Context: an optimization exercise on an open-source flow, tuned for small area and a short achievable clock period. The choices shown serve that exercise and are no tape-out recipe.
The RTL of this run was laid out without a check of its function.
Power figures rest on the tool's default switching activity, not on a simulated workload.

==> design.v <==
module multiplier (a, b, prod, qnan, infinity, zero, normal, clk);
input [15:0] a, b;
input clk;
output [15:0] prod;
output qnan, infinity, zero, normal;
wire [12:0] bx = {1'b0, ~&b[14:10] & |b[14:10], b[9:0], 1'b0};
wire [5:0] c_bo, c_bt;
genvar gi;
generate for (gi = 0; gi < 6; gi = gi + 1) begin : rec
  assign c_bo[gi] = bx[2*gi+1] ^ bx[2*gi];
  assign c_bt[gi] = (bx[2*gi+2] & ~bx[2*gi+1] & ~bx[2*gi]) | (~bx[2*gi+2] & bx[2*gi+1] & bx[2*gi]);
end endgenerate
reg [10:0] sa;
reg [5:0] bo, bt;
reg [4:0] bn;
reg [4:0] ea, eb;
reg sgn1, b_m0;
always @(posedge clk) begin
  sa <= {~&a[14:10] & |a[14:10], a[9:0]};
  bo <= c_bo;
  bt <= c_bt;
  bn <= {b[9], b[7], b[5], b[3], b[1]};
  b_m0 <= ~|b[9:0];
  ea <= a[14:10];
  eb <= b[14:10];
  sgn1 <= a[15] ^ b[15];
end
wire a_m0 = ~|sa[9:0];
wire a_e1 = &ea, b_e1 = &eb;
wire a_n = ~a_e1 & |ea, b_n = ~b_e1 & |eb;
wire a_inf = a_e1 & a_m0, b_inf = b_e1 & b_m0;
wire a_zero = ~a_n & ~a_e1 & a_m0, b_zero = ~b_n & ~b_e1 & b_m0;
wire c_qnan = (a_inf & b_zero) | (b_inf & a_zero);
wire c_zero = ~a_inf & ~b_inf & (a_zero | b_zero);
wire c_fin = ~a_e1 & ~b_e1 & ~a_zero & ~b_zero;
wire [5:0] esum = ea + eb;
wire [4:0] pe_nn = ea + eb + 5'd17;
wire [4:0] c_pe0 = (a_n & b_n) ? pe_nn : a_n ? ea : b_n ? eb : 5'd15;
wire [4:0] c_pe1 = c_pe0 + 5'd1;
wire c_f0 = c_fin & (~(a_n & b_n) | (esum <= 6'd45));
wire c_f1 = c_fin & ((a_n & b_n) ? (esum <= 6'd44) : a_n ? (ea != 5'd30) : b_n ? (eb != 5'd30) : 1'b1);
wire pp_0_0 = ~(bn[0] ^ ((bo[0] & sa[0])));
wire pp_0_1 = ~(bn[0] ^ ((bo[0] & sa[1]) | (bt[0] & sa[0])));
wire pp_0_2 = ~(bn[0] ^ ((bo[0] & sa[2]) | (bt[0] & sa[1])));
wire pp_0_3 = ~(bn[0] ^ ((bo[0] & sa[3]) | (bt[0] & sa[2])));
wire pp_0_4 = ~(bn[0] ^ ((bo[0] & sa[4]) | (bt[0] & sa[3])));
wire pp_0_5 = ~(bn[0] ^ ((bo[0] & sa[5]) | (bt[0] & sa[4])));
wire pp_0_6 = ~(bn[0] ^ ((bo[0] & sa[6]) | (bt[0] & sa[5])));
wire pp_0_7 = ~(bn[0] ^ ((bo[0] & sa[7]) | (bt[0] & sa[6])));
wire pp_0_8 = ~(bn[0] ^ ((bo[0] & sa[8]) | (bt[0] & sa[7])));
wire pp_0_9 = ~(bn[0] ^ ((bo[0] & sa[9]) | (bt[0] & sa[8])));
wire pp_0_10 = ~(bn[0] ^ ((bo[0] & sa[10]) | (bt[0] & sa[9])));
wire pp_0_11 = ~(bn[0] ^ ((bt[0] & sa[10])));
wire pp_1_0 = ~(bn[1] ^ ((bo[1] & sa[0])));
wire pp_1_1 = ~(bn[1] ^ ((bo[1] & sa[1]) | (bt[1] & sa[0])));
wire pp_1_2 = ~(bn[1] ^ ((bo[1] & sa[2]) | (bt[1] & sa[1])));
wire pp_1_3 = ~(bn[1] ^ ((bo[1] & sa[3]) | (bt[1] & sa[2])));
wire pp_1_4 = ~(bn[1] ^ ((bo[1] & sa[4]) | (bt[1] & sa[3])));
wire pp_1_5 = ~(bn[1] ^ ((bo[1] & sa[5]) | (bt[1] & sa[4])));
wire pp_1_6 = ~(bn[1] ^ ((bo[1] & sa[6]) | (bt[1] & sa[5])));
wire pp_1_7 = ~(bn[1] ^ ((bo[1] & sa[7]) | (bt[1] & sa[6])));
wire pp_1_8 = ~(bn[1] ^ ((bo[1] & sa[8]) | (bt[1] & sa[7])));
wire pp_1_9 = ~(bn[1] ^ ((bo[1] & sa[9]) | (bt[1] & sa[8])));
wire pp_1_10 = ~(bn[1] ^ ((bo[1] & sa[10]) | (bt[1] & sa[9])));
wire pp_1_11 = ~(bn[1] ^ ((bt[1] & sa[10])));
wire pp_2_0 = ~(bn[2] ^ ((bo[2] & sa[0])));
wire pp_2_1 = ~(bn[2] ^ ((bo[2] & sa[1]) | (bt[2] & sa[0])));
wire pp_2_2 = ~(bn[2] ^ ((bo[2] & sa[2]) | (bt[2] & sa[1])));
wire pp_2_3 = ~(bn[2] ^ ((bo[2] & sa[3]) | (bt[2] & sa[2])));
wire pp_2_4 = ~(bn[2] ^ ((bo[2] & sa[4]) | (bt[2] & sa[3])));
wire pp_2_5 = ~(bn[2] ^ ((bo[2] & sa[5]) | (bt[2] & sa[4])));
wire pp_2_6 = ~(bn[2] ^ ((bo[2] & sa[6]) | (bt[2] & sa[5])));
wire pp_2_7 = ~(bn[2] ^ ((bo[2] & sa[7]) | (bt[2] & sa[6])));
wire pp_2_8 = ~(bn[2] ^ ((bo[2] & sa[8]) | (bt[2] & sa[7])));
wire pp_2_9 = ~(bn[2] ^ ((bo[2] & sa[9]) | (bt[2] & sa[8])));
wire pp_2_10 = ~(bn[2] ^ ((bo[2] & sa[10]) | (bt[2] & sa[9])));
wire pp_2_11 = ~(bn[2] ^ ((bt[2] & sa[10])));
wire pp_3_0 = ~(bn[3] ^ ((bo[3] & sa[0])));
wire pp_3_1 = ~(bn[3] ^ ((bo[3] & sa[1]) | (bt[3] & sa[0])));
wire pp_3_2 = ~(bn[3] ^ ((bo[3] & sa[2]) | (bt[3] & sa[1])));
wire pp_3_3 = ~(bn[3] ^ ((bo[3] & sa[3]) | (bt[3] & sa[2])));
wire pp_3_4 = ~(bn[3] ^ ((bo[3] & sa[4]) | (bt[3] & sa[3])));
wire pp_3_5 = ~(bn[3] ^ ((bo[3] & sa[5]) | (bt[3] & sa[4])));
wire pp_3_6 = ~(bn[3] ^ ((bo[3] & sa[6]) | (bt[3] & sa[5])));
wire pp_3_7 = ~(bn[3] ^ ((bo[3] & sa[7]) | (bt[3] & sa[6])));
wire pp_3_8 = ~(bn[3] ^ ((bo[3] & sa[8]) | (bt[3] & sa[7])));
wire pp_3_9 = ~(bn[3] ^ ((bo[3] & sa[9]) | (bt[3] & sa[8])));
wire pp_3_10 = ~(bn[3] ^ ((bo[3] & sa[10]) | (bt[3] & sa[9])));
wire pp_3_11 = ~(bn[3] ^ ((bt[3] & sa[10])));
wire pp_4_0 = ~(bn[4] ^ ((bo[4] & sa[0])));
wire pp_4_1 = ~(bn[4] ^ ((bo[4] & sa[1]) | (bt[4] & sa[0])));
wire pp_4_2 = ~(bn[4] ^ ((bo[4] & sa[2]) | (bt[4] & sa[1])));
wire pp_4_3 = ~(bn[4] ^ ((bo[4] & sa[3]) | (bt[4] & sa[2])));
wire pp_4_4 = ~(bn[4] ^ ((bo[4] & sa[4]) | (bt[4] & sa[3])));
wire pp_4_5 = ~(bn[4] ^ ((bo[4] & sa[5]) | (bt[4] & sa[4])));
wire pp_4_6 = ~(bn[4] ^ ((bo[4] & sa[6]) | (bt[4] & sa[5])));
wire pp_4_7 = ~(bn[4] ^ ((bo[4] & sa[7]) | (bt[4] & sa[6])));
wire pp_4_8 = ~(bn[4] ^ ((bo[4] & sa[8]) | (bt[4] & sa[7])));
wire pp_4_9 = ~(bn[4] ^ ((bo[4] & sa[9]) | (bt[4] & sa[8])));
wire pp_4_10 = ~(bn[4] ^ ((bo[4] & sa[10]) | (bt[4] & sa[9])));
wire pp_4_11 = ~(bn[4] ^ ((bt[4] & sa[10])));
wire pp_5_0 = ~((bo[5] & sa[0]));
wire pp_5_1 = ~((bo[5] & sa[1]) | (bt[5] & sa[0]));
wire pp_5_2 = ~((bo[5] & sa[2]) | (bt[5] & sa[1]));
wire pp_5_3 = ~((bo[5] & sa[3]) | (bt[5] & sa[2]));
wire pp_5_4 = ~((bo[5] & sa[4]) | (bt[5] & sa[3]));
wire pp_5_5 = ~((bo[5] & sa[5]) | (bt[5] & sa[4]));
wire pp_5_6 = ~((bo[5] & sa[6]) | (bt[5] & sa[5]));
wire pp_5_7 = ~((bo[5] & sa[7]) | (bt[5] & sa[6]));
wire pp_5_8 = ~((bo[5] & sa[8]) | (bt[5] & sa[7]));
wire pp_5_9 = ~((bo[5] & sa[9]) | (bt[5] & sa[8]));
wire pp_5_10 = ~((bo[5] & sa[10]) | (bt[5] & sa[9]));
wire pp_5_11 = ~((bt[5] & sa[10]));
wire [4:0] bnn = ~bn;
wire s1, c2, s3, c4, s5, c6, s7, c8, s9, c10, s11, c12, s13, c14, s15, c16, s17, c18, s19, c20, s21, c22, s23, c24, s25, c26, s27, c28, s29, c30, s31, c32, s33, c34, s35, c36, s37, c38, s39, s40, c41, s42, c43, s44, c45, s46, c47, s48, c49, s50, c51, s52, c53, s54, c55, s56, c57, s58, c59, s60, c61, s62, c63, s64, c65, s66, c67, s68, c69, s70, s71, c72, s73, c74, s75, c76, s77, c78, s79, c80, s81, c82, s83, c84, s85, c86, s87, c88, s89, c90, s91, c92, s93, c94, s95, c96, s97, c98, s99, c100, s101, c102, s103, c104, s105, c106, s107, c108, s109;
nhs us1 (.a(bnn[3]), .b(pp_0_6), .y(s1));
nhc uc2 (.a(bnn[3]), .b(pp_0_6), .y(c2));
nhs us3 (.a(pp_0_7), .b(pp_1_5), .y(s3));
nhc uc4 (.a(pp_0_7), .b(pp_1_5), .y(c4));
fa us5 (.y(bnn[4]), .x(pp_0_8), .cin(pp_1_6), .sum(s5), .cout(c6));
nhs us7 (.a(pp_2_4), .b(pp_3_2), .y(s7));
nhc uc8 (.a(pp_2_4), .b(pp_3_2), .y(c8));
fa us9 (.y(pp_0_9), .x(pp_1_7), .cin(pp_2_5), .sum(s9), .cout(c10));
nhs us11 (.a(pp_3_3), .b(pp_4_1), .y(s11));
nhc uc12 (.a(pp_3_3), .b(pp_4_1), .y(c12));
fa us13 (.y(pp_0_10), .x(pp_1_8), .cin(pp_2_6), .sum(s13), .cout(c14));
fa us15 (.y(pp_3_4), .x(pp_4_2), .cin(pp_5_0), .sum(s15), .cout(c16));
fa us17 (.y(pp_0_11), .x(pp_1_9), .cin(pp_2_7), .sum(s17), .cout(c18));
fa us19 (.y(pp_3_5), .x(pp_4_3), .cin(pp_5_1), .sum(s19), .cout(c20));
fa us21 (.y(bnn[0]), .x(pp_1_10), .cin(pp_2_8), .sum(s21), .cout(c22));
fa us23 (.y(pp_3_6), .x(pp_4_4), .cin(pp_5_2), .sum(s23), .cout(c24));
fa us25 (.y(bnn[0]), .x(pp_1_11), .cin(pp_2_9), .sum(s25), .cout(c26));
fa us27 (.y(pp_3_7), .x(pp_4_5), .cin(pp_5_3), .sum(s27), .cout(c28));
fa us29 (.y(bn[0]), .x(bn[1]), .cin(pp_2_10), .sum(s29), .cout(c30));
fa us31 (.y(pp_3_8), .x(pp_4_6), .cin(pp_5_4), .sum(s31), .cout(c32));
ha us33 (.a(pp_2_11), .b(pp_3_9), .sum(s33), .cout(c34));
nhs us35 (.a(pp_4_7), .b(pp_5_5), .y(s35));
nhc uc36 (.a(pp_4_7), .b(pp_5_5), .y(c36));
fa us37 (.y(bn[2]), .x(pp_3_10), .cin(pp_4_8), .sum(s37), .cout(c38));
assign s39 = ~pp_3_11;
nhs us40 (.a(bnn[2]), .b(pp_0_4), .y(s40));
nhc uc41 (.a(bnn[2]), .b(pp_0_4), .y(c41));
nhs us42 (.a(pp_0_5), .b(pp_1_3), .y(s42));
nhc uc43 (.a(pp_0_5), .b(pp_1_3), .y(c43));
fa us44 (.y(pp_1_4), .x(pp_2_2), .cin(pp_3_0), .sum(s44), .cout(c45));
fa us46 (.y(pp_2_3), .x(pp_3_1), .cin(c2), .sum(s46), .cout(c47));
fa us48 (.y(pp_4_0), .x(c4), .cin(s7), .sum(s48), .cout(c49));
fa us50 (.y(c8), .x(s11), .cin(c6), .sum(s50), .cout(c51));
fa us52 (.y(c12), .x(c10), .cin(s13), .sum(s52), .cout(c53));
fa us54 (.y(c14), .x(c16), .cin(s17), .sum(s54), .cout(c55));
fa us56 (.y(c18), .x(c20), .cin(s21), .sum(s56), .cout(c57));
fa us58 (.y(c22), .x(c24), .cin(s25), .sum(s58), .cout(c59));
fa us60 (.y(c26), .x(c28), .cin(s29), .sum(s60), .cout(c61));
fa us62 (.y(s35), .x(s33), .cin(c30), .sum(s62), .cout(c63));
fa us64 (.y(pp_5_6), .x(c34), .cin(c36), .sum(s64), .cout(c65));
fa us66 (.y(pp_4_9), .x(pp_5_7), .cin(s39), .sum(s66), .cout(c67));
fa us68 (.y(bn[3]), .x(pp_3_11), .cin(pp_4_10), .sum(s68), .cout(c69));
assign s70 = ~pp_4_11;
nhs us71 (.a(bnn[1]), .b(pp_0_2), .y(s71));
nhc uc72 (.a(bnn[1]), .b(pp_0_2), .y(c72));
nhs us73 (.a(pp_0_3), .b(pp_1_1), .y(s73));
nhc uc74 (.a(pp_0_3), .b(pp_1_1), .y(c74));
fa us75 (.y(pp_1_2), .x(pp_2_0), .cin(s40), .sum(s75), .cout(c76));
fa us77 (.y(pp_2_1), .x(c41), .cin(s42), .sum(s77), .cout(c78));
fa us79 (.y(c43), .x(s1), .cin(s44), .sum(s79), .cout(c80));
fa us81 (.y(s3), .x(c45), .cin(s46), .sum(s81), .cout(c82));
fa us83 (.y(s5), .x(c47), .cin(s48), .sum(s83), .cout(c84));
fa us85 (.y(s9), .x(c49), .cin(s50), .sum(s85), .cout(c86));
fa us87 (.y(s15), .x(c51), .cin(s52), .sum(s87), .cout(c88));
fa us89 (.y(s19), .x(c53), .cin(s54), .sum(s89), .cout(c90));
fa us91 (.y(s23), .x(c55), .cin(s56), .sum(s91), .cout(c92));
fa us93 (.y(s27), .x(c57), .cin(s58), .sum(s93), .cout(c94));
fa us95 (.y(s31), .x(c59), .cin(s60), .sum(s95), .cout(c96));
fa us97 (.y(c32), .x(c61), .cin(s62), .sum(s97), .cout(c98));
fa us99 (.y(s37), .x(s64), .cin(c63), .sum(s99), .cout(c100));
fa us101 (.y(c38), .x(s66), .cin(c65), .sum(s101), .cout(c102));
fa us103 (.y(pp_5_8), .x(c67), .cin(s68), .sum(s103), .cout(c104));
fa us105 (.y(pp_5_9), .x(s70), .cin(c69), .sum(s105), .cout(c106));
fa us107 (.y(bn[4]), .x(pp_4_11), .cin(pp_5_10), .sum(s107), .cout(c108));
assign s109 = ~pp_5_11;
wire [21:0] ra_n = {s109, s107, s105, s103, s101, s99, c96, c94, c92, c90, c88, c86, c84, c82, c80, c78, c76, c74, c72, pp_1_0, pp_0_1, bnn[0]};
wire [21:0] rb_n = {c108, c106, c104, c102, c100, c98, s97, s95, s93, s91, s89, s87, s85, s83, s81, s79, s77, s75, s73, s71, 1'b1, pp_0_0};
wire k111, k112, k113, k114, k115, k116, k117, k118, k119, k120, k121, k122, k123, k124, k125, k126, k127, k128, k129, k130, k131, k132, k133, k134, k135, k136, k137, k138, k139, k140, k141, k142, k143, k144, k145, k146, k147, k148, k149, k150, k151, k152, k154, k155, k156, k157, k158, k159, k160, k161, k162, k163, k164, k165, k166, k167, k168, k169, k170, k171, k172, k173, k174, k175, k176, k177, k178, k179, k180, k181, k182, k183, k184, k185, k186, k187, k188, k189, k190, k191, k192, k195, k197, k198, k199, k200, k201, k202, k203, k204, k205, k206, k207, k208, k209, k210, k211, k212, k213, k214, k215, k216, k217, k218, k219, k220, k221, k222, k223, k224, k225, k226, k227, k228, k229, k230, k231, k232, k235, k236, k237, k238, k239, k240, k241, k242, k243, k244, k245, k246, k247, k248, k249, k250, k251, k252, k253, k254, k255, k256, k257, k258, k259, k260, k261, k262, k263, k264, k265, k269, k270, k271, k272, k273, k274, k275, k276, k277, k278, k279, k280, k281, k282, k283, k284, k285, k286, k287, k290, k291, k292, k293, k294, k295, k298, k299, k300, k301, k302, k303, k304, k305, k306, k307, k308, k309;
g_nor2 uk111 (.a(ra_n[0]), .b(rb_n[0]), .y(k111));
g_xor2 uk112 (.a(ra_n[1]), .b(rb_n[1]), .y(k112));
g_nor2 uk113 (.a(ra_n[1]), .b(rb_n[1]), .y(k113));
g_xor2 uk114 (.a(ra_n[2]), .b(rb_n[2]), .y(k114));
g_nor2 uk115 (.a(ra_n[2]), .b(rb_n[2]), .y(k115));
g_xor2 uk116 (.a(ra_n[3]), .b(rb_n[3]), .y(k116));
g_nor2 uk117 (.a(ra_n[3]), .b(rb_n[3]), .y(k117));
g_xor2 uk118 (.a(ra_n[4]), .b(rb_n[4]), .y(k118));
g_nor2 uk119 (.a(ra_n[4]), .b(rb_n[4]), .y(k119));
g_xor2 uk120 (.a(ra_n[5]), .b(rb_n[5]), .y(k120));
g_nor2 uk121 (.a(ra_n[5]), .b(rb_n[5]), .y(k121));
g_xor2 uk122 (.a(ra_n[6]), .b(rb_n[6]), .y(k122));
g_nor2 uk123 (.a(ra_n[6]), .b(rb_n[6]), .y(k123));
g_xor2 uk124 (.a(ra_n[7]), .b(rb_n[7]), .y(k124));
g_nor2 uk125 (.a(ra_n[7]), .b(rb_n[7]), .y(k125));
g_xor2 uk126 (.a(ra_n[8]), .b(rb_n[8]), .y(k126));
g_nor2 uk127 (.a(ra_n[8]), .b(rb_n[8]), .y(k127));
g_xor2 uk128 (.a(ra_n[9]), .b(rb_n[9]), .y(k128));
g_nor2 uk129 (.a(ra_n[9]), .b(rb_n[9]), .y(k129));
g_xor2 uk130 (.a(ra_n[10]), .b(rb_n[10]), .y(k130));
g_nor2 uk131 (.a(ra_n[10]), .b(rb_n[10]), .y(k131));
g_xor2 uk132 (.a(ra_n[11]), .b(rb_n[11]), .y(k132));
g_nor2 uk133 (.a(ra_n[11]), .b(rb_n[11]), .y(k133));
g_xor2 uk134 (.a(ra_n[12]), .b(rb_n[12]), .y(k134));
g_nor2 uk135 (.a(ra_n[12]), .b(rb_n[12]), .y(k135));
g_xor2 uk136 (.a(ra_n[13]), .b(rb_n[13]), .y(k136));
g_nor2 uk137 (.a(ra_n[13]), .b(rb_n[13]), .y(k137));
g_xor2 uk138 (.a(ra_n[14]), .b(rb_n[14]), .y(k138));
g_nor2 uk139 (.a(ra_n[14]), .b(rb_n[14]), .y(k139));
g_xor2 uk140 (.a(ra_n[15]), .b(rb_n[15]), .y(k140));
g_nor2 uk141 (.a(ra_n[15]), .b(rb_n[15]), .y(k141));
g_xor2 uk142 (.a(ra_n[16]), .b(rb_n[16]), .y(k142));
g_nor2 uk143 (.a(ra_n[16]), .b(rb_n[16]), .y(k143));
g_xor2 uk144 (.a(ra_n[17]), .b(rb_n[17]), .y(k144));
g_nor2 uk145 (.a(ra_n[17]), .b(rb_n[17]), .y(k145));
g_xor2 uk146 (.a(ra_n[18]), .b(rb_n[18]), .y(k146));
g_nor2 uk147 (.a(ra_n[18]), .b(rb_n[18]), .y(k147));
g_xor2 uk148 (.a(ra_n[19]), .b(rb_n[19]), .y(k148));
g_nor2 uk149 (.a(ra_n[19]), .b(rb_n[19]), .y(k149));
g_xor2 uk150 (.a(ra_n[20]), .b(rb_n[20]), .y(k150));
g_nor2 uk151 (.a(ra_n[20]), .b(rb_n[20]), .y(k151));
g_xor2 uk152 (.a(ra_n[21]), .b(rb_n[21]), .y(k152));
g_a21oi uk154 (.a(k112), .b(k111), .c(k113), .y(k154));
g_a21oi uk155 (.a(k114), .b(k113), .c(k115), .y(k155));
g_nand2 uk156 (.a(k114), .b(k112), .y(k156));
g_a21oi uk157 (.a(k116), .b(k115), .c(k117), .y(k157));
g_nand2 uk158 (.a(k116), .b(k114), .y(k158));
g_a21oi uk159 (.a(k118), .b(k117), .c(k119), .y(k159));
g_nand2 uk160 (.a(k118), .b(k116), .y(k160));
g_a21oi uk161 (.a(k120), .b(k119), .c(k121), .y(k161));
g_nand2 uk162 (.a(k120), .b(k118), .y(k162));
g_a21oi uk163 (.a(k122), .b(k121), .c(k123), .y(k163));
g_nand2 uk164 (.a(k122), .b(k120), .y(k164));
g_a21oi uk165 (.a(k124), .b(k123), .c(k125), .y(k165));
g_nand2 uk166 (.a(k124), .b(k122), .y(k166));
g_a21oi uk167 (.a(k126), .b(k125), .c(k127), .y(k167));
g_nand2 uk168 (.a(k126), .b(k124), .y(k168));
g_a21oi uk169 (.a(k128), .b(k127), .c(k129), .y(k169));
g_nand2 uk170 (.a(k128), .b(k126), .y(k170));
g_a21oi uk171 (.a(k130), .b(k129), .c(k131), .y(k171));
g_nand2 uk172 (.a(k130), .b(k128), .y(k172));
g_a21oi uk173 (.a(k132), .b(k131), .c(k133), .y(k173));
g_nand2 uk174 (.a(k132), .b(k130), .y(k174));
g_a21oi uk175 (.a(k134), .b(k133), .c(k135), .y(k175));
g_nand2 uk176 (.a(k134), .b(k132), .y(k176));
g_a21oi uk177 (.a(k136), .b(k135), .c(k137), .y(k177));
g_nand2 uk178 (.a(k136), .b(k134), .y(k178));
g_a21oi uk179 (.a(k138), .b(k137), .c(k139), .y(k179));
g_nand2 uk180 (.a(k138), .b(k136), .y(k180));
g_a21oi uk181 (.a(k140), .b(k139), .c(k141), .y(k181));
g_nand2 uk182 (.a(k140), .b(k138), .y(k182));
g_a21oi uk183 (.a(k142), .b(k141), .c(k143), .y(k183));
g_nand2 uk184 (.a(k142), .b(k140), .y(k184));
g_a21oi uk185 (.a(k144), .b(k143), .c(k145), .y(k185));
g_nand2 uk186 (.a(k144), .b(k142), .y(k186));
g_a21oi uk187 (.a(k146), .b(k145), .c(k147), .y(k187));
g_nand2 uk188 (.a(k146), .b(k144), .y(k188));
g_a21oi uk189 (.a(k148), .b(k147), .c(k149), .y(k189));
g_nand2 uk190 (.a(k148), .b(k146), .y(k190));
g_a21oi uk191 (.a(k150), .b(k149), .c(k151), .y(k191));
g_nand2 uk192 (.a(k150), .b(k148), .y(k192));
g_inv uk195 (.a(k111), .y(k195));
g_o21ai uk197 (.a(k156), .b(k195), .c(k155), .y(k197));
g_o21ai uk198 (.a(k158), .b(k154), .c(k157), .y(k198));
g_o21ai uk199 (.a(k160), .b(k155), .c(k159), .y(k199));
g_nor2 uk200 (.a(k160), .b(k156), .y(k200));
g_o21ai uk201 (.a(k162), .b(k157), .c(k161), .y(k201));
g_nor2 uk202 (.a(k162), .b(k158), .y(k202));
g_o21ai uk203 (.a(k164), .b(k159), .c(k163), .y(k203));
g_nor2 uk204 (.a(k164), .b(k160), .y(k204));
g_o21ai uk205 (.a(k166), .b(k161), .c(k165), .y(k205));
g_nor2 uk206 (.a(k166), .b(k162), .y(k206));
g_o21ai uk207 (.a(k168), .b(k163), .c(k167), .y(k207));
g_nor2 uk208 (.a(k168), .b(k164), .y(k208));
g_o21ai uk209 (.a(k170), .b(k165), .c(k169), .y(k209));
g_nor2 uk210 (.a(k170), .b(k166), .y(k210));
g_o21ai uk211 (.a(k172), .b(k167), .c(k171), .y(k211));
g_nor2 uk212 (.a(k172), .b(k168), .y(k212));
g_o21ai uk213 (.a(k174), .b(k169), .c(k173), .y(k213));
g_nor2 uk214 (.a(k174), .b(k170), .y(k214));
g_o21ai uk215 (.a(k176), .b(k171), .c(k175), .y(k215));
g_nor2 uk216 (.a(k176), .b(k172), .y(k216));
g_o21ai uk217 (.a(k178), .b(k173), .c(k177), .y(k217));
g_nor2 uk218 (.a(k178), .b(k174), .y(k218));
g_o21ai uk219 (.a(k180), .b(k175), .c(k179), .y(k219));
g_nor2 uk220 (.a(k180), .b(k176), .y(k220));
g_o21ai uk221 (.a(k182), .b(k177), .c(k181), .y(k221));
g_nor2 uk222 (.a(k182), .b(k178), .y(k222));
g_o21ai uk223 (.a(k184), .b(k179), .c(k183), .y(k223));
g_nor2 uk224 (.a(k184), .b(k180), .y(k224));
g_o21ai uk225 (.a(k186), .b(k181), .c(k185), .y(k225));
g_nor2 uk226 (.a(k186), .b(k182), .y(k226));
g_o21ai uk227 (.a(k188), .b(k183), .c(k187), .y(k227));
g_nor2 uk228 (.a(k188), .b(k184), .y(k228));
g_o21ai uk229 (.a(k190), .b(k185), .c(k189), .y(k229));
g_nor2 uk230 (.a(k190), .b(k186), .y(k230));
g_o21ai uk231 (.a(k192), .b(k187), .c(k191), .y(k231));
g_nor2 uk232 (.a(k192), .b(k188), .y(k232));
g_a21oi uk235 (.a(k200), .b(k111), .c(k199), .y(k235));
g_inv uk236 (.a(k154), .y(k236));
g_a21oi uk237 (.a(k202), .b(k236), .c(k201), .y(k237));
g_a21oi uk238 (.a(k204), .b(k197), .c(k203), .y(k238));
g_a21oi uk239 (.a(k206), .b(k198), .c(k205), .y(k239));
g_a21oi uk240 (.a(k208), .b(k199), .c(k207), .y(k240));
g_nand2 uk241 (.a(k208), .b(k200), .y(k241));
g_a21oi uk242 (.a(k210), .b(k201), .c(k209), .y(k242));
g_nand2 uk243 (.a(k210), .b(k202), .y(k243));
g_a21oi uk244 (.a(k212), .b(k203), .c(k211), .y(k244));
g_nand2 uk245 (.a(k212), .b(k204), .y(k245));
g_a21oi uk246 (.a(k214), .b(k205), .c(k213), .y(k246));
g_nand2 uk247 (.a(k214), .b(k206), .y(k247));
g_a21oi uk248 (.a(k216), .b(k207), .c(k215), .y(k248));
g_nand2 uk249 (.a(k216), .b(k208), .y(k249));
g_a21oi uk250 (.a(k218), .b(k209), .c(k217), .y(k250));
g_nand2 uk251 (.a(k218), .b(k210), .y(k251));
g_a21oi uk252 (.a(k220), .b(k211), .c(k219), .y(k252));
g_nand2 uk253 (.a(k220), .b(k212), .y(k253));
g_a21oi uk254 (.a(k222), .b(k213), .c(k221), .y(k254));
g_nand2 uk255 (.a(k222), .b(k214), .y(k255));
g_a21oi uk256 (.a(k224), .b(k215), .c(k223), .y(k256));
g_nand2 uk257 (.a(k224), .b(k216), .y(k257));
g_a21oi uk258 (.a(k226), .b(k217), .c(k225), .y(k258));
g_nand2 uk259 (.a(k226), .b(k218), .y(k259));
g_a21oi uk260 (.a(k228), .b(k219), .c(k227), .y(k260));
g_nand2 uk261 (.a(k228), .b(k220), .y(k261));
g_a21oi uk262 (.a(k230), .b(k221), .c(k229), .y(k262));
g_nand2 uk263 (.a(k230), .b(k222), .y(k263));
g_a21oi uk264 (.a(k232), .b(k223), .c(k231), .y(k264));
g_nand2 uk265 (.a(k232), .b(k224), .y(k265));
g_o21ai uk269 (.a(k243), .b(k154), .c(k242), .y(k269));
g_inv uk270 (.a(k197), .y(k270));
g_o21ai uk271 (.a(k245), .b(k270), .c(k244), .y(k271));
g_inv uk272 (.a(k198), .y(k272));
g_o21ai uk273 (.a(k247), .b(k272), .c(k246), .y(k273));
g_o21ai uk274 (.a(k249), .b(k235), .c(k248), .y(k274));
g_o21ai uk275 (.a(k251), .b(k237), .c(k250), .y(k275));
g_o21ai uk276 (.a(k253), .b(k238), .c(k252), .y(k276));
g_o21ai uk277 (.a(k255), .b(k239), .c(k254), .y(k277));
g_o21ai uk278 (.a(k257), .b(k240), .c(k256), .y(k278));
g_nor2 uk279 (.a(k257), .b(k241), .y(k279));
g_o21ai uk280 (.a(k259), .b(k242), .c(k258), .y(k280));
g_nor2 uk281 (.a(k259), .b(k243), .y(k281));
g_o21ai uk282 (.a(k261), .b(k244), .c(k260), .y(k282));
g_nor2 uk283 (.a(k261), .b(k245), .y(k283));
g_o21ai uk284 (.a(k263), .b(k246), .c(k262), .y(k284));
g_nor2 uk285 (.a(k263), .b(k247), .y(k285));
g_o21ai uk286 (.a(k265), .b(k248), .c(k264), .y(k286));
g_nor2 uk287 (.a(k265), .b(k249), .y(k287));
g_a21oi uk290 (.a(k279), .b(k111), .c(k278), .y(k290));
g_a21oi uk291 (.a(k281), .b(k236), .c(k280), .y(k291));
g_a21oi uk292 (.a(k283), .b(k197), .c(k282), .y(k292));
g_a21oi uk293 (.a(k285), .b(k198), .c(k284), .y(k293));
g_inv uk294 (.a(k235), .y(k294));
g_a21oi uk295 (.a(k287), .b(k294), .c(k286), .y(k295));
g_xor2 uk298 (.a(k130), .b(k269), .y(k298));
g_xor2 uk299 (.a(k132), .b(k271), .y(k299));
g_xor2 uk300 (.a(k134), .b(k273), .y(k300));
g_xor2 uk301 (.a(k136), .b(k274), .y(k301));
g_xor2 uk302 (.a(k138), .b(k275), .y(k302));
g_xor2 uk303 (.a(k140), .b(k276), .y(k303));
g_xor2 uk304 (.a(k142), .b(k277), .y(k304));
g_xnor2 uk305 (.a(k144), .b(k290), .y(k305));
g_xnor2 uk306 (.a(k146), .b(k291), .y(k306));
g_xnor2 uk307 (.a(k148), .b(k292), .y(k307));
g_xnor2 uk308 (.a(k150), .b(k293), .y(k308));
g_xnor2 uk309 (.a(k152), .b(k295), .y(k309));
wire [21:10] raw;
assign raw[10] = k298;
assign raw[11] = k299;
assign raw[12] = k300;
assign raw[13] = k301;
assign raw[14] = k302;
assign raw[15] = k303;
assign raw[16] = k304;
assign raw[17] = k305;
assign raw[18] = k306;
assign raw[19] = k307;
assign raw[20] = k308;
assign raw[21] = k309;
reg [11:0] r2;
reg hin2, sgn2, q2, z2, f02, f12;
reg [4:0] pe2;
always @(posedge clk) begin
  r2 <= raw[21:10];
  hin2 <= ~raw[21];
  sgn2 <= sgn1;
  q2 <= c_qnan;
  z2 <= c_zero;
  f02 <= c_f0;
  f12 <= c_f1;
  pe2 <= c_pe0;
end
wire [4:0] pe2i = pe2 + 5'd1;
wire [4:0] e0 = f02 ? pe2 : {5{~z2}};
wire [4:0] e1 = f12 ? pe2i : {5{~z2}};
wire hi = r2[11];
wire lo = hin2;
wire fin = (hi & f12) | (lo & f02);
assign qnan = q2;
assign zero = z2;
assign normal = fin;
assign infinity = ~(q2 | z2 | fin);
assign prod[15] = sgn2;
assign prod[14:10] = ({5{hi}} & e1) | ({5{lo}} & e0);
assign prod[9:0] = ({10{hi & f12}} & r2[10:1]) | ({10{lo & f02}} & r2[9:0]) | {q2, 3'b000, q2, 1'b0, q2, 1'b0, q2, 1'b0};
endmodule
module nhs (a, b, y);
input a, b;
output y;
assign y = ~(a ^ b);
endmodule
module nhc (a, b, y);
input a, b;
output y;
assign y = a | b;
endmodule
module g_xor2 (a, b, y);
input a, b;
output y;
assign y = a ^ b;
endmodule
module g_xnor2 (a, b, y);
input a, b;
output y;
assign y = ~(a ^ b);
endmodule
module g_nor2 (a, b, y);
input a, b;
output y;
assign y = ~(a | b);
endmodule
module g_nand2 (a, b, y);
input a, b;
output y;
assign y = ~(a & b);
endmodule
module g_inv (a, y);
input a;
output y;
assign y = ~a;
endmodule
module g_a21oi (a, b, c, y);
input a, b, c;
output y;
assign y = ~((a & b) | c);
endmodule
module g_o21ai (a, b, c, y);
input a, b, c;
output y;
assign y = ~((a | b) & c);
endmodule
module xr2 (a, b, y);
input a, b;
output y;
assign y = a ^ b;
endmodule
module ha (a, b, sum, cout);
input a, b;
output sum, cout;
assign sum = a ^ b;
assign cout = a & b;
endmodule
module fa (x, y, cin, sum, cout);
input x, y, cin;
output sum, cout;
assign sum = x ^ y ^ cin;
assign cout = (x & y) | (x & cin) | (y & cin);
endmodule
==> run.sh <==
#!/bin/bash
# synth_recipe.tcl (not shown) runs the flow's synth.tcl, then flattens the netlist and writes it again
# the make line also repeats each setting of config.mk as NAME=value (left out here)
make -C /OpenROAD-flow-scripts/flow DESIGN_CONFIG=/design/flow/config.mk WORK_HOME=/design/flow/orfs CLKGATE_MAP_FILE= SYNTH_SCRIPT=/design/flow/synth_recipe.tcl finish
==> config.mk <==
export PLATFORM = sky130hd
export DESIGN_NAME = multiplier
export DESIGN_NICKNAME = multiplier
export VERILOG_FILES = /design/flow/design.v
export SDC_FILE = /design/flow/constraint.sdc
export NUM_CORES = 4
export LEC_CHECK = 0
export CAP_MARGIN = 20
export CORE_MARGIN = 2
export CORE_UTILIZATION = 75
export CTS_BUF_LIST = sky130_fd_sc_hd__clkbuf_8
export PLACE_DENSITY = 0.9
export SLEW_MARGIN = 20
export SYNTH_HIERARCHICAL = 1
==> constraint.sdc <==
create_clock -name core_clock -period 12.0 [get_ports {clk}]
set_input_delay 2.4000 -clock core_clock [delete_from_list [all_inputs] [get_ports {clk}]]
set_output_delay 2.4000 -clock core_clock [all_outputs]
set_load 0.01 [all_outputs]
==> impl_metrics.yaml <==
run_status:
  status: "complete, no violations"
timing:
  tns_ns: 0
  drv_slew: 0
  worstMarginPinSlew_ns: 0.7701
  relSlewSlack_pct: 48.18
  rsz0062_at_grt: "false"
  period_share_pct: 38.31
  setup_violations: 0
  fmax_mhz: 217.5
  skew_ns: 0.01544
  hold_violations: 0
  period_minus_slack_ns: 4.598
synthesis:
  synth.area.top_cells: "dfxtp_1, fa_1, xnor2_1, a22oi_1, a21oi_2"
  ys_ff_latch: 63
  syn_inst: 638
  synth-async-reset-ratio_pct: 0
  syn_avg_cell_area_um2: 9.006
  synth.distinct_cells: 56
  synth_edf_count: 0
  syn-cell-area_um2: 5746
  synth_seq_area_share_pct: 21.95
  synth_flop_cell: "dfxtp_1"
  yosysTopAreaCell: "dfxtp_1"
  synth_top_area_share_pct: 21.95
  yosys_warnings: 7
clock_network:
  clockBufferDepth: 2
  ctsResizeCount: 0
  cts_tree: "done"
  worstSkewPairLatency_ns: 0.37
  h-tree-depth: 3
  cts_made_buffers: 9
  cts_hold_buf: 0
  cts-root-buf: "clkbuf_8"
  cts_sinks: 63
  cts_setup_buffers: 0
  path_clk_slew_ns: 0.08
global_route:
  groute.usage.overall_pct: 40.19
  met3_usage_pct: 7.635
  grt_use_met2_pct: 70.04
  grt_start_max_net_pins: 16
  grt_busiest_layer: "met2"
  use_met1_pct: 48.87
  antenna_found_initial: 0
  gr-total-overflow: 0
  grt_pass1_wl_mm: 26.52
  first_global_vias: 5256
die:
  core-area_um2: 7331
  ioPinCount: 53
  die_y_um: 91.53
  start_util_pct: 78.38
  num_rows: 31
  die-area_um2: 8377
  die_w_um: 91.53
pwr:
  vdd_drop_max_v: 0.0001371
  cellPowerDensity_nw_per_um2: 281.4
  leakagePower_nw: 2.382
  power_w: 0.001824
final_layout:
  layout_commonest_cell: "xnor2_1"
  antenna_cells: 0
  area_growth_pct: 12.83
  final_cell_mix: "xnor2_1, dfxtp_1, a22oi_1"
  fin_nets: 760
  final_layout_size_suffix_gt1_share_pct: 10.39
  instances_no_fill: 773
  fin_util_pct: 88.43
detailed_routing:
  ant_nets: 0
  wl_mm: 16.14
  dr.pass1.iters: 5
  drtIter0Drc: 566
  vias: 5336
  via_per_inst: 6.903
  wire_per_inst_um: 20.88
  drc: 0
worst_setup_path:
  cp_slowest_cell: "clkdlybuf4s50_1"
  rr_startpoint: "bn[0]$_DFF_P_"
  start_kind: "register"
  crit_fanout: 6
  critPathLaunch: "z2$_DFF_P_"
  crit_type: "register to output pin"
  worst-endpoint-required_ns: 9.60
  crit_buf_inv: 2
  crit_path_end_kind: "output pin"
  cpLargestDelayFamily: "compound AO/OA/AOI/OAI gates"
  crit_path_frequent_cell: "o21ai_0"
  arrival_ns: 2.20
  cpPeakStageDelay_ns: 0.47
  critical_path.cell_chain: "inv_1, o21ai_0, o21ai_0, a211o_1, clkdlybuf4s50_1"
placement:
  dp_cells: 757
  io_buffers: 52
  hpwl_mm: 11.55
  place.gp.congestion: 1.114
min_path:
  hold_class: "register to register"
  min_from: "sgn1$_DFF_P_"
flow_run:
  max_cap_viol_count: 0
[flip-flops by register name, summed over array words and instances (netlist names), 5 cells and up]
name	flops
pe2	5
eb	5
ea	5
sa	11
bn	5
r2	12
bo	6
bt	6
[synth_stat cells (all sizes together) (8+ instances only)]
cell	count
and3	8
fa	46
clkbuf	25
inv	16
dfxtp	63
xor2	37
nor2	52
buf	8
xnor2	77
o21ai	40
nand2	49
ha	12
or2	11
a21oi	48
a22oi	61
[per-module statistics from Yosys (local to each module, per instance), excerpt]
module	copies in the design	cells	flip-flops and latches
multiplier	1	390	63
fa	43	1	0
ha	1	1	0
nhs	9	1	0
g_a21oi	42	1	0
g_xor2	28	1	0
g_xnor2	5	1	0
nhc	9	1	0
g_inv	5	1	0
g_nand2	32	1	0
g_nor2	43	1	0
[cell families after synthesis]
group                    Yosys count  synth area share, %
multiplexers                       3               0.5227
AO/OA/AOI/OAI                    187                23.80
AND/OR/NAND/NOR                  160                13.98
other                              1              0.06527
flip-flops                        63                21.95
XOR/XNOR                         114                17.38
adder cells (fa/ha/maj)           58                18.64
buffers and inverters             52                3.659
[metal layers]
layer  wire (um)  up-vias
met3        1753      111
li1            -     2299
met2        7788      428
met4         786        0
met5           0        -
met1        5813     2498
[through the flow]
stage	instance area [um2]	setup WS, ns	hold slack, ns
final	6482	7.402	0.3349
after detailed placement	6255	7.633	0.3191
after global placement	6255	7.867	0.3106
after CTS	6482	7.414	0.3378
after floorplan	5749	8.247	0.3096
after global routing	6482	7.154	0.3436
[cell type report]
cell class | count | area (um2)
Multi-Input combinational cell | 524 | 4278
Sequential cell | 63 | 1261
Fill cell | 330 | 848.3
Timing Repair Buffer | 52 | 520.5
Clock buffer | 9 | 123.9
Tap cell | 99 | 123.9
Clock inverter | 7 | 103.9
Inverter | 19 | 71.32
[where the power goes]
group,switching (W),leakage (nW),internal [W],total [W]
Sequential,0.0000438,0.530,0.000262,0.000305
Combinational,0.000782,1.74,0.000520,0.00130
Clock,0.0000974,0.114,0.000119,0.000217
Total,0.000923,2.38,0.000901,0.00182
[worst paths after layout]
check / depth (start not counted) / slack (ns) / to
hold / removal: 0 / 0.33 / sgn2$_DFF_P_
hold reg to reg: 0 / 0.33 / sgn2$_DFF_P_
setup reg to reg: 13 / 7.54 / hin2$_DFF_P_
setup / recovery: 5 / 7.40 / prod[13]

[port drivers added, routing unchanged]
In the flow no input, the clock included, has a driving cell. The finished layout below was timed again as built, in two steps. Step 1 (the two cells are an assumption about what drives the block):
set clk [get_ports {clk}]
set_driving_cell -lib_cell sky130_fd_sc_hd__clkbuf_16 $clk
set_driving_cell -lib_cell sky130_fd_sc_hd__buf_2 [delete_from_list [all_inputs] $clk]
Step 2 adds t to the input delays and takes it off the output delays; t is the mean of the earliest and latest rising clock arrival at the registers after step 1. Input paths then give back, and output paths get back, about the clock's delay inside the block. Slacks: ideal ports / drivers / drivers and shift; pairs: ideal ports / drivers.
t (ns): 0.395
setup slack, ns: 7.402 / 7.370 / 7.539
worst register clock-pin slew, ns: 0.09 / 0.09
pins driven straight from the clock port: 1
After both steps setup and hold are still met in this run. For this run, drivers alone change the setup slack by -0.032 ns; drivers and shift together by +0.137 ns.
